Context: an optimization exercise on an open-source flow, tuned for small area and a short achievable clock period. The choices shown serve that exercise and are no tape-out recipe.
At most, simulation tests tie the RTL to the original design; equivalence was not proved.
Power and IR drop assume default switching activity.

== onyx ==
==> flow/design.v <==
module add_bk #(parameter N = 16) (
    input  [N-1:0] a,
    input  [N-1:0] b,
    input          ci,
    output [N-1:0] s
);
    localparam L = $clog2(N);
    wire [N-1:0] p0 = a ^ b;
    wire [N-1:0] g0 = a & b;
    wire [N*2*L-1:0] G;
    wire [N*2*L-1:0] P;
    assign G[N-1:0] = {g0[N-1:1], g0[0] | (p0[0] & ci)};
    assign P[N-1:0] = p0;
    genvar l, i;
    generate
        for (l = 0; l < L; l = l + 1) begin : up
            for (i = 0; i < N; i = i + 1) begin : bt
                if (((i + 1) % (2 << l)) == 0) begin : node
                    assign G[(l+1)*N+i] = G[l*N+i] | (P[l*N+i] & G[l*N+i-(1<<l)]);
                    assign P[(l+1)*N+i] = P[l*N+i] & P[l*N+i-(1<<l)];
                end else begin : pass
                    assign G[(l+1)*N+i] = G[l*N+i];
                    assign P[(l+1)*N+i] = P[l*N+i];
                end
            end
        end
        for (l = L - 2; l >= 0; l = l - 1) begin : down
            for (i = 0; i < N; i = i + 1) begin : bt
                if (((i + 1) % (2 << l)) == (1 << l) && i >= (2 << l)) begin : node
                    assign G[(2*L-1-l)*N+i] = G[(2*L-2-l)*N+i] | (P[(2*L-2-l)*N+i] & G[(2*L-2-l)*N+i-(1<<l)]);
                    assign P[(2*L-1-l)*N+i] = P[(2*L-2-l)*N+i] & P[(2*L-2-l)*N+i-(1<<l)];
                end else begin : pass
                    assign G[(2*L-1-l)*N+i] = G[(2*L-2-l)*N+i];
                    assign P[(2*L-1-l)*N+i] = P[(2*L-2-l)*N+i];
                end
            end
        end
    endgenerate
    wire [N-1:0] gf = G[(2*L-1)*N +: N];
    assign s = p0 ^ {gf[N-2:0], ci};
endmodule
module add_sk #(parameter N = 16) (
    input  [N-1:0] a,
    input  [N-1:0] b,
    input          ci,
    output [N-1:0] s
);
    localparam L = $clog2(N);
    wire [N-1:0] p0 = a ^ b;
    wire [N-1:0] g0 = a & b;
    wire [N*(L+1)-1:0] G;
    wire [N*(L+1)-1:0] P;
    assign G[N-1:0] = {g0[N-1:1], g0[0] | (p0[0] & ci)};
    assign P[N-1:0] = p0;
    genvar l, i;
    generate
        for (l = 0; l < L; l = l + 1) begin : lv
            for (i = 0; i < N; i = i + 1) begin : bt
                if ((i >> l) % 2 == 1) begin : node
                    assign G[(l+1)*N+i] = G[l*N+i] | (P[l*N+i] & G[l*N+((i>>l)<<l)-1]);
                    assign P[(l+1)*N+i] = P[l*N+i] & P[l*N+((i>>l)<<l)-1];
                end else begin : pass
                    assign G[(l+1)*N+i] = G[l*N+i];
                    assign P[(l+1)*N+i] = P[l*N+i];
                end
            end
        end
    endgenerate
    wire [N-1:0] gf = G[L*N +: N];
    assign s = p0 ^ {gf[N-2:0], ci};
endmodule
module add_rc #(parameter N = 16) (
    input  [N-1:0] a,
    input  [N-1:0] b,
    input          ci,
    output [N-1:0] s
);
    wire [N:0] c;
    assign c[0] = ci;
    genvar i;
    generate
        for (i = 0; i < N; i = i + 1) begin : bt
            assign c[i+1] = (a[i] & b[i]) | (c[i] & (a[i] ^ b[i]));
        end
    endgenerate
    assign s = a ^ b ^ c[N-1:0];
endmodule
module cordic (
    input clk,
    input rst_n,
    input start,
    input [15:0] angle,
    output reg [15:0] cos,
    output reg [15:0] sin
);
    reg [16:0] r;
    reg [3:0] cnt;
    wire d = ~r[16];
    wire idle = cnt[3] & cnt[2] & cnt[1];
    reg [14:0] e;
    always @(*) begin
        case (cnt)
            4'd0:  e = 15'h6487;
            4'd1:  e = 15'h3B58;
            4'd2:  e = 15'h1F5B;
            4'd3:  e = 15'h0FEA;
            4'd4:  e = 15'h07FD;
            4'd5:  e = 15'h03FF;
            4'd6:  e = 15'h01FF;
            4'd7:  e = 15'h00FF;
            4'd8:  e = 15'h007F;
            4'd9:  e = 15'h003F;
            4'd10: e = 15'h001F;
            4'd11: e = 15'h000F;
            4'd12: e = 15'h0007;
            4'd13: e = 15'h0003;
            default: e = 15'h0000;
        endcase
    end
    wire [15:0] tc_sh = sin >> cnt;
    wire [15:0] ts_sh = cos >> cnt;
    wire [15:0] tc = {tc_sh[15:2], tc_sh[1:0] & {2{~idle}}};
    wire [15:0] ts = {ts_sh[15:2], ts_sh[1:0] & {2{~idle}}};
    wire [15:0] new_cos;
    wire [15:0] new_sin;
    wire [16:0] new_r;
    add_bk #(16) i_add_c (.a(cos), .b(tc ^ {16{d}}), .ci(d), .s(new_cos));
    add_bk #(16) i_add_s (.a(sin), .b(ts ^ {16{~d}}), .ci(~d), .s(new_sin));
    add_bk #(17) i_add_r (.a(r), .b({2'b00, e} ^ {17{d}}), .ci(d), .s(new_r));
    wire lo = (cnt == 4'd0) && (r[15:0] < 16'd2516);
    always @(posedge clk) begin
        if (start) begin
            cos <= 16'h4DBA;
            sin <= 16'h0000;
            r <= {1'b0, angle};
        end else begin
            cos <= new_cos;
            sin <= new_sin;
            r <= {new_r[16], new_r[15] & ~lo, new_r[14:0]};
        end
    end
    always @(posedge clk or negedge rst_n) begin
        if (!rst_n)
            cnt <= 4'hF;
        else if (start)
            cnt <= 4'h0;
        else if (cnt != 4'hF)
            cnt <= cnt + 4'h1;
    end
endmodule
==> flow/config.mk <==
export PLATFORM = sky130hd
export DESIGN_NAME = cordic
export DESIGN_NICKNAME = cordic
export VERILOG_FILES = /design/flow/design.v
export SDC_FILE = /design/flow/constraint.sdc
export NUM_CORES = 4
export LEC_CHECK = 0
export ABC_AREA = 1
export CAP_MARGIN = 20
export CORE_MARGIN = 2
export CORE_UTILIZATION = 40
export SLEW_MARGIN = 20
==> flow/constraint.sdc <==
create_clock -name core_clock -period 16.0 [get_ports {clk}]
set_input_delay 3.2000 -clock core_clock [delete_from_list [all_inputs] [get_ports {clk}]]
set_output_delay 3.2000 -clock core_clock [all_outputs]
set_load 0.01 [all_outputs]
standard.sh (not shown) runs the stock make flow with config.mk's settings and CLKGATE_MAP_FILE= SYNTH_SCRIPT=/design/flow/synth_recipe.tcl, a recipe that flattens the netlist after the stock synthesis.
==> flow/flow/run.sh <==
#!/bin/bash
# The standard layout with three changes:
#  - Yosys's ABC step maps with an area-oriented script (flow/abc_area.script)
#    instead of ORFS's; everything else in the synthesis, including the
#    flip-flop mapping, is the standard synthesis script unchanged;
#  - repair_timing aims for extra setup slack (SETUP_SLACK_MARGIN) so that
#    the achieved period, not just the 16 ns clock, is optimised;
#  - the ports get plain buffers (buf_2) instead of delay cells.
set -euo pipefail
here=$(pwd)
{
  head -n 1 synth_recipe.tcl
  cat <<EOT
proc abc {args} {
  set i [lsearch -exact \$args -script]
  if {\$i >= 0} { set args [lreplace \$args [expr {\$i + 1}] [expr {\$i + 1}] $here/flow/abc_area.script] }
  yosys abc {*}\$args
}
EOT
  tail -n +2 synth_recipe.tcl
} > synth_area.tcl
bash standard.sh SYNTH_SCRIPT="$here/synth_area.tcl" SETUP_SLACK_MARGIN=11.8 \
  'BUFFER_PORTS_ARGS=-buffer_cell sky130_fd_sc_hd__buf_2' finish > standard_flow.log 2>&1
==> flow/flow/abc_area.script <==
&get -n
&st
&dch
&nf
&put
onyx was carried through to the last stage, and its layout satisfied the timing, DRC and antenna checks.
Input changes introduced in nickel (baseline for comparison: onyx):
==> flow/flow/run.sh <==
#!/bin/bash
# Standard layout, with repair_timing aiming for extra setup slack so that the
# achieved period, not just the 16 ns clock, is optimised, and plain buffers
# (instead of delay cells) on the ports.
set -euo pipefail
bash standard.sh SETUP_SLACK_MARGIN=11.4 'BUFFER_PORTS_ARGS=-buffer_cell sky130_fd_sc_hd__buf_2' finish > standard_flow.log 2>&1
removed: flow/flow/abc_area.script
## What came out
The latest clock arrival within the worst-skew pair on onyx is in line with that on nickel. Against onyx as the reference, nickel delivers a higher synthesized cell count. Delta(total wire length, nickel - onyx) > 0. Final standard cell utilization of the core: nickel lower than onyx. Comparing area growth from synthesis to layout for nickel and onyx, the smaller number came from nickel. Number of rows created at floorplan | nickel above onyx. Diff nickel..onyx | number of design rule violations left after detail routing | unchanged. Of nickel and onyx, nickel shows the lower worst hold slack, with onyx above it. From onyx to nickel the numbers moved as follows: netlist area before placement rose by about 11%, xor/xnor share of the synthesized area fell by 4.0 points.
## Diff of input files: maple against nickel
==> flow/flow/run.sh <==
#!/bin/bash
# The standard layout with three changes:
#  - Yosys's ABC step maps with an area-oriented script (flow/abc_area.script)
#    instead of ORFS's; everything else in the synthesis, including the
#    flip-flop mapping, is the standard synthesis script unchanged;
#  - repair_timing aims for extra setup slack (SETUP_SLACK_MARGIN) so that
#    the achieved period, not just the 16 ns clock, is optimised;
#  - the ports get plain buffers (buf_2) instead of delay cells.
set -euo pipefail
here=$(pwd)
{
  head -n 1 synth_recipe.tcl
  cat <<EOT
proc abc {args} {
  set i [lsearch -exact \$args -script]
  if {\$i >= 0} { set args [lreplace \$args [expr {\$i + 1}] [expr {\$i + 1}] $here/flow/abc_area.script] }
  yosys abc {*}\$args
}
EOT
  tail -n +2 synth_recipe.tcl
} > synth_area.tcl
bash standard.sh SYNTH_SCRIPT="$here/synth_area.tcl" SETUP_SLACK_MARGIN=11.8 \
  'BUFFER_PORTS_ARGS=-buffer_cell sky130_fd_sc_hd__buf_2' finish > standard_flow.log 2>&1
==> flow/flow/abc_area.script (new file) <==
strash
ifraig
dc2
strash
&get -n
&dch -f
&nf -a
&put
--- outcome ---
- maple went all the way through the flow, and no timing, DRC or antenna check failed.
- maple vs nickel, clock skew went down by 3.2 ps.
- The net switching fraction of the power number comes out lower for maple vs nickel.
- | maximum frequency | maple vs nickel | 11% lower |
- Diff nickel -> maple | total wire length after detailed routing | down by a few percent
- Relative to nickel, adder-cell share of the synthesized area has increased by 2.9 points in maple.
- Side by side, post-synthesis sequential area ratio turned out higher in maple than in nickel.
- The clock distribution area overhead in the final layout of maple exceeds that of nickel by 0.24 points.
- Looking at die height across nickel and maple, the one that comes out higher is nickel.
No functional check of the RTL was part of any run of this note.


Setup of build 44:
RTL: the design.v shown in full above, as it stands there.
==> flow/config.mk <==
export PLATFORM = sky130hd
export DESIGN_NAME = cordic
export DESIGN_NICKNAME = cordic
export VERILOG_FILES = /design/flow/design.v
export SDC_FILE = /design/flow/constraint.sdc
export NUM_CORES = 4
export LEC_CHECK = 0
export ABC_AREA = 1
export CAP_MARGIN = 20
export CORE_MARGIN = 2
export CORE_UTILIZATION = 40
export SLEW_MARGIN = 20
==> flow/constraint.sdc <==
create_clock -name core_clock -period 16.0 [get_ports {clk}]
set_input_delay 3.2000 -clock core_clock [delete_from_list [all_inputs] [get_ports {clk}]]
set_output_delay 3.2000 -clock core_clock [all_outputs]
set_load 0.01 [all_outputs]
==> flow/flow/run.sh <==
#!/bin/bash
# Standard layout, with repair_timing aiming for extra setup slack so that the
# achieved period, not just the 16 ns clock, is optimised, and plain buffers
# (instead of delay cells) on the ports.
set -euo pipefail
bash standard.sh SETUP_SLACK_MARGIN=11.8 'BUFFER_PORTS_ARGS=-buffer_cell sky130_fd_sc_hd__buf_2' finish > standard_flow.log 2>&1
Setup changes, build 44 to build 58
diff --git a/flow/flow/run.sh b/flow/flow/run.sh
--- a/flow/flow/run.sh
+++ b/flow/flow/run.sh
@@ -6 +6 @@
-bash standard.sh SETUP_SLACK_MARGIN=11.8 'BUFFER_PORTS_ARGS=-buffer_cell sky130_fd_sc_hd__buf_2' finish > standard_flow.log 2>&1
+bash standard.sh SETUP_SLACK_MARGIN=11.6 'BUFFER_PORTS_ARGS=-buffer_cell sky130_fd_sc_hd__buf_2' finish > standard_flow.log 2>&1
Build 58 supports a lower top clock frequency than build 44. [compare] base=build 44 new=build 58: violation count after the first detailed-route iteration picked up an extra 19; register-to-register slack now smaller.
Changes in build 77 relative to build 58:
diff --git a/flow/flow/run.sh b/flow/flow/run.sh
--- a/flow/flow/run.sh
+++ b/flow/flow/run.sh
@@ -6 +6 @@
-bash standard.sh SETUP_SLACK_MARGIN=11.6 'BUFFER_PORTS_ARGS=-buffer_cell sky130_fd_sc_hd__buf_2' finish > standard_flow.log 2>&1
+bash standard.sh SETUP_SLACK_MARGIN=12.0 'BUFFER_PORTS_ARGS=-buffer_cell sky130_fd_sc_hd__buf_2' finish > standard_flow.log 2>&1
--- outcome ---
Cell count ended up 36 higher on build 77 than on build 58. | fmax | build 77 vs build 58 | better |. Clock group share of total power, build 77 and build 58: lower on build 58. Compared build 77 vs build 58, and maximum cell stage delay along the critical path is down in build 77. Taking build 58 as the reference point, the area added between synthesis and finish of build 77 rises by 8.9 points. Worst setup path startpoint: sin[14] -> build 77, cos[8] -> build 58. Min clock-buffer cell count across build 77 and build 58: build 58. Build 77 — count of plain and timing-repair buffers 36 higher, build 58 as reference. Relative to build 58, worst reg2reg path depth has decreased by 4 in build 77.
Function was not checked in any run of this note: the RTL went through the layout flow alone.


Another version of the RTL of cordic (not shown whole).
Size in the first run: ~53 flip-flops, roughly 5000 sq um of cells after synthesis.
==> flow/config.mk <==
export PLATFORM = sky130hd
export DESIGN_NAME = cordic
export DESIGN_NICKNAME = cordic
export VERILOG_FILES = /design/flow/design.v
export SDC_FILE = /design/flow/constraint.sdc
export NUM_CORES = 4
export LEC_CHECK = 0
export ABC_AREA = 1
export CAP_MARGIN = 20
export CORE_MARGIN = 2
export CORE_UTILIZATION = 40
export SLEW_MARGIN = 20
==> flow/constraint.sdc <==
create_clock -name core_clock -period 16.0 [get_ports {clk}]
set_input_delay 3.2000 -clock core_clock [delete_from_list [all_inputs] [get_ports {clk}]]
set_output_delay 3.2000 -clock core_clock [all_outputs]
set_load 0.01 [all_outputs]
==> flow/flow/run.sh <==
#!/bin/bash
# The standard layout with these changes:
#  - synthesis: no full/half-adder cell extraction (ADDER_MAP_FILE empty), so
#    ABC sees whole register-to-register paths, and ABC maps with a
#    delay-constrained area-recovering script (flow/abc_map.script) instead
#    of ORFS's; the rest of the standard synthesis script, including the
#    flip-flop mapping, flattening and renaming, is unchanged;
#  - repair_timing aims for extra setup slack (SETUP_SLACK_MARGIN) so that
#    the achieved period, not just the 16 ns clock, is optimised;
#  - the ports get plain buffers (buf_2) instead of delay cells.
set -euo pipefail
here=$(pwd)
{
  head -n 1 synth_recipe.tcl
  cat <<EOT
proc abc {args} {
  set i [lsearch -exact \$args -script]
  if {\$i >= 0} { set args [lreplace \$args [expr {\$i + 1}] [expr {\$i + 1}] $here/flow/abc_map.script] }
  yosys abc {*}\$args
}
EOT
  tail -n +2 synth_recipe.tcl
} > synth_map.tcl
bash standard.sh SYNTH_SCRIPT="$here/synth_map.tcl" ADDER_MAP_FILE= SETUP_SLACK_MARGIN=11.8 \
  'BUFFER_PORTS_ARGS=-buffer_cell sky130_fd_sc_hd__buf_2' finish > standard_flow.log 2>&1
==> flow/flow/abc_map.script <==
strash
dch
map -D 1750
topo
Change:
==> flow/flow/run.sh (replaced) <==
#!/bin/bash
# Standard layout, with repair_timing aiming for extra setup slack so that the
# achieved period, not just the 16 ns clock, is optimised, and plain buffers
# (instead of delay cells) on the ports.
set -euo pipefail
bash standard.sh SETUP_SLACK_MARGIN=11.8 'BUFFER_PORTS_ARGS=-buffer_cell sky130_fd_sc_hd__buf_2' finish > standard_flow.log 2>&1
Settings changed: GPL_TIMING_DRIVEN set to 1.
removed: flow/flow/abc_map.script
Outcome:
- core utilization shrinks by 1.6 points
- routed wire length shrinks by 1.7%
- design area grows by 1.9%
- fmax grows by 0.40%
- hold slack is better by 17 ps
- critical path depth is unchanged
- count of clock-buffer cells in the layout grows by 1
- via count shrinks by 11%
- combinational power grows by 5.9%
Change:
Settings changed: CORE_UTILIZATION 40 to 60, GPL_TIMING_DRIVEN 1 to unset.
What happened: Final cell count came out lower by 6.0%; global-route usage came out higher by 8.8 points; synthesized cell count stays the same; worst setup slack got worse by 13 ps; sequential power barely changes; total power came out lower by 1.6%; utilization came out higher by 21 points; design area came out lower by 1.7%; flip-flop and latch count is unchanged; worst hold slack improved by 4.1 ps; first-iteration DRC count came out higher by 36%.
Change:
==> flow/flow/run.sh (replaced) <==
#!/bin/bash
# The standard layout with these changes:
#  - synthesis: no full/half-adder cell extraction (ADDER_MAP_FILE empty), so
#    ABC sees whole register-to-register paths, and ABC maps with a
#    delay-constrained area-recovering script (flow/abc_map.script) instead
#    of ORFS's; the rest of the standard synthesis script, including the
#    flip-flop mapping, flattening and renaming, is unchanged;
#  - repair_timing aims for extra setup slack (SETUP_SLACK_MARGIN) so that
#    the achieved period, not just the 16 ns clock, is optimised;
#  - the ports get plain buffers (buf_2) instead of delay cells.
set -euo pipefail
here=$(pwd)
{
  head -n 1 synth_recipe.tcl
  cat <<EOT
proc abc {args} {
  set i [lsearch -exact \$args -script]
  if {\$i >= 0} { set args [lreplace \$args [expr {\$i + 1}] [expr {\$i + 1}] $here/flow/abc_map.script] }
  yosys abc {*}\$args
}
EOT
  tail -n +2 synth_recipe.tcl
} > synth_map.tcl
bash standard.sh SYNTH_SCRIPT="$here/synth_map.tcl" ADDER_MAP_FILE= SETUP_SLACK_MARGIN=12.0 \
  'BUFFER_PORTS_ARGS=-buffer_cell sky130_fd_sc_hd__buf_2' finish > standard_flow.log 2>&1
==> flow/flow/abc_map.script (new file) <==
strash
dch
map -D 2000
topo
Settings changed: CORE_UTILIZATION 60 to 40.
- power increases by 6.4%
- design area increases by 2.9%
- global-route usage decreases by 5.7 points
- core utilization decreases by 15 points

==> afterwards: timing with drivers on the ports <==
Ports are ideal in the flow. The routed layouts listed here were re-timed in OpenROAD. Step 1 assumes that a clkbuf_16 drives the clock port and a buf_2 every other input. Step 2 also shifts input and output timing later by t, the mid clock arrival at the registers, as if the neighbouring blocks saw the same clock. Slacks: ideal / step 1 / step 2; pairs: ideal / step 1.
run	t (ns)	setup slack, ns	worst setup path at the end	worst register clock-pin slew, ns
onyx	0.335	11.802 / 11.763 / 11.703	input to register	0.07 / 0.07
nickel	0.348	11.802 / 11.763 / 11.501	input to register	0.07 / 0.07
maple	0.333	11.279 / 11.279 / 11.279	register to register	0.07 / 0.07
build 44	0.346	11.879 / 11.839 / 11.671	input to register	0.07 / 0.07
build 58	0.347	11.813 / 11.773 / 11.499	input to register	0.07 / 0.07
build 77	0.345	12.014 / 11.976 / 11.811	input to register	0.07 / 0.07
the first run of note 3	0.349	11.862 / 11.824 / 11.636	input to register	0.08 / 0.08
the second run of note 3	0.346	11.879 / 11.839 / 11.671	input to register	0.07 / 0.07
the third run of note 3	0.354	11.866 / 11.832 / 11.671	input to register	0.11 / 0.11
the fourth run of note 3	0.347	12.020 / 11.980 / 11.812	input to register	0.08 / 0.08
After both steps every run listed still meets setup and hold. The setup slack of build 58, which loses most, moves by -0.040 ns with the drivers and by -0.314 ns with both steps.
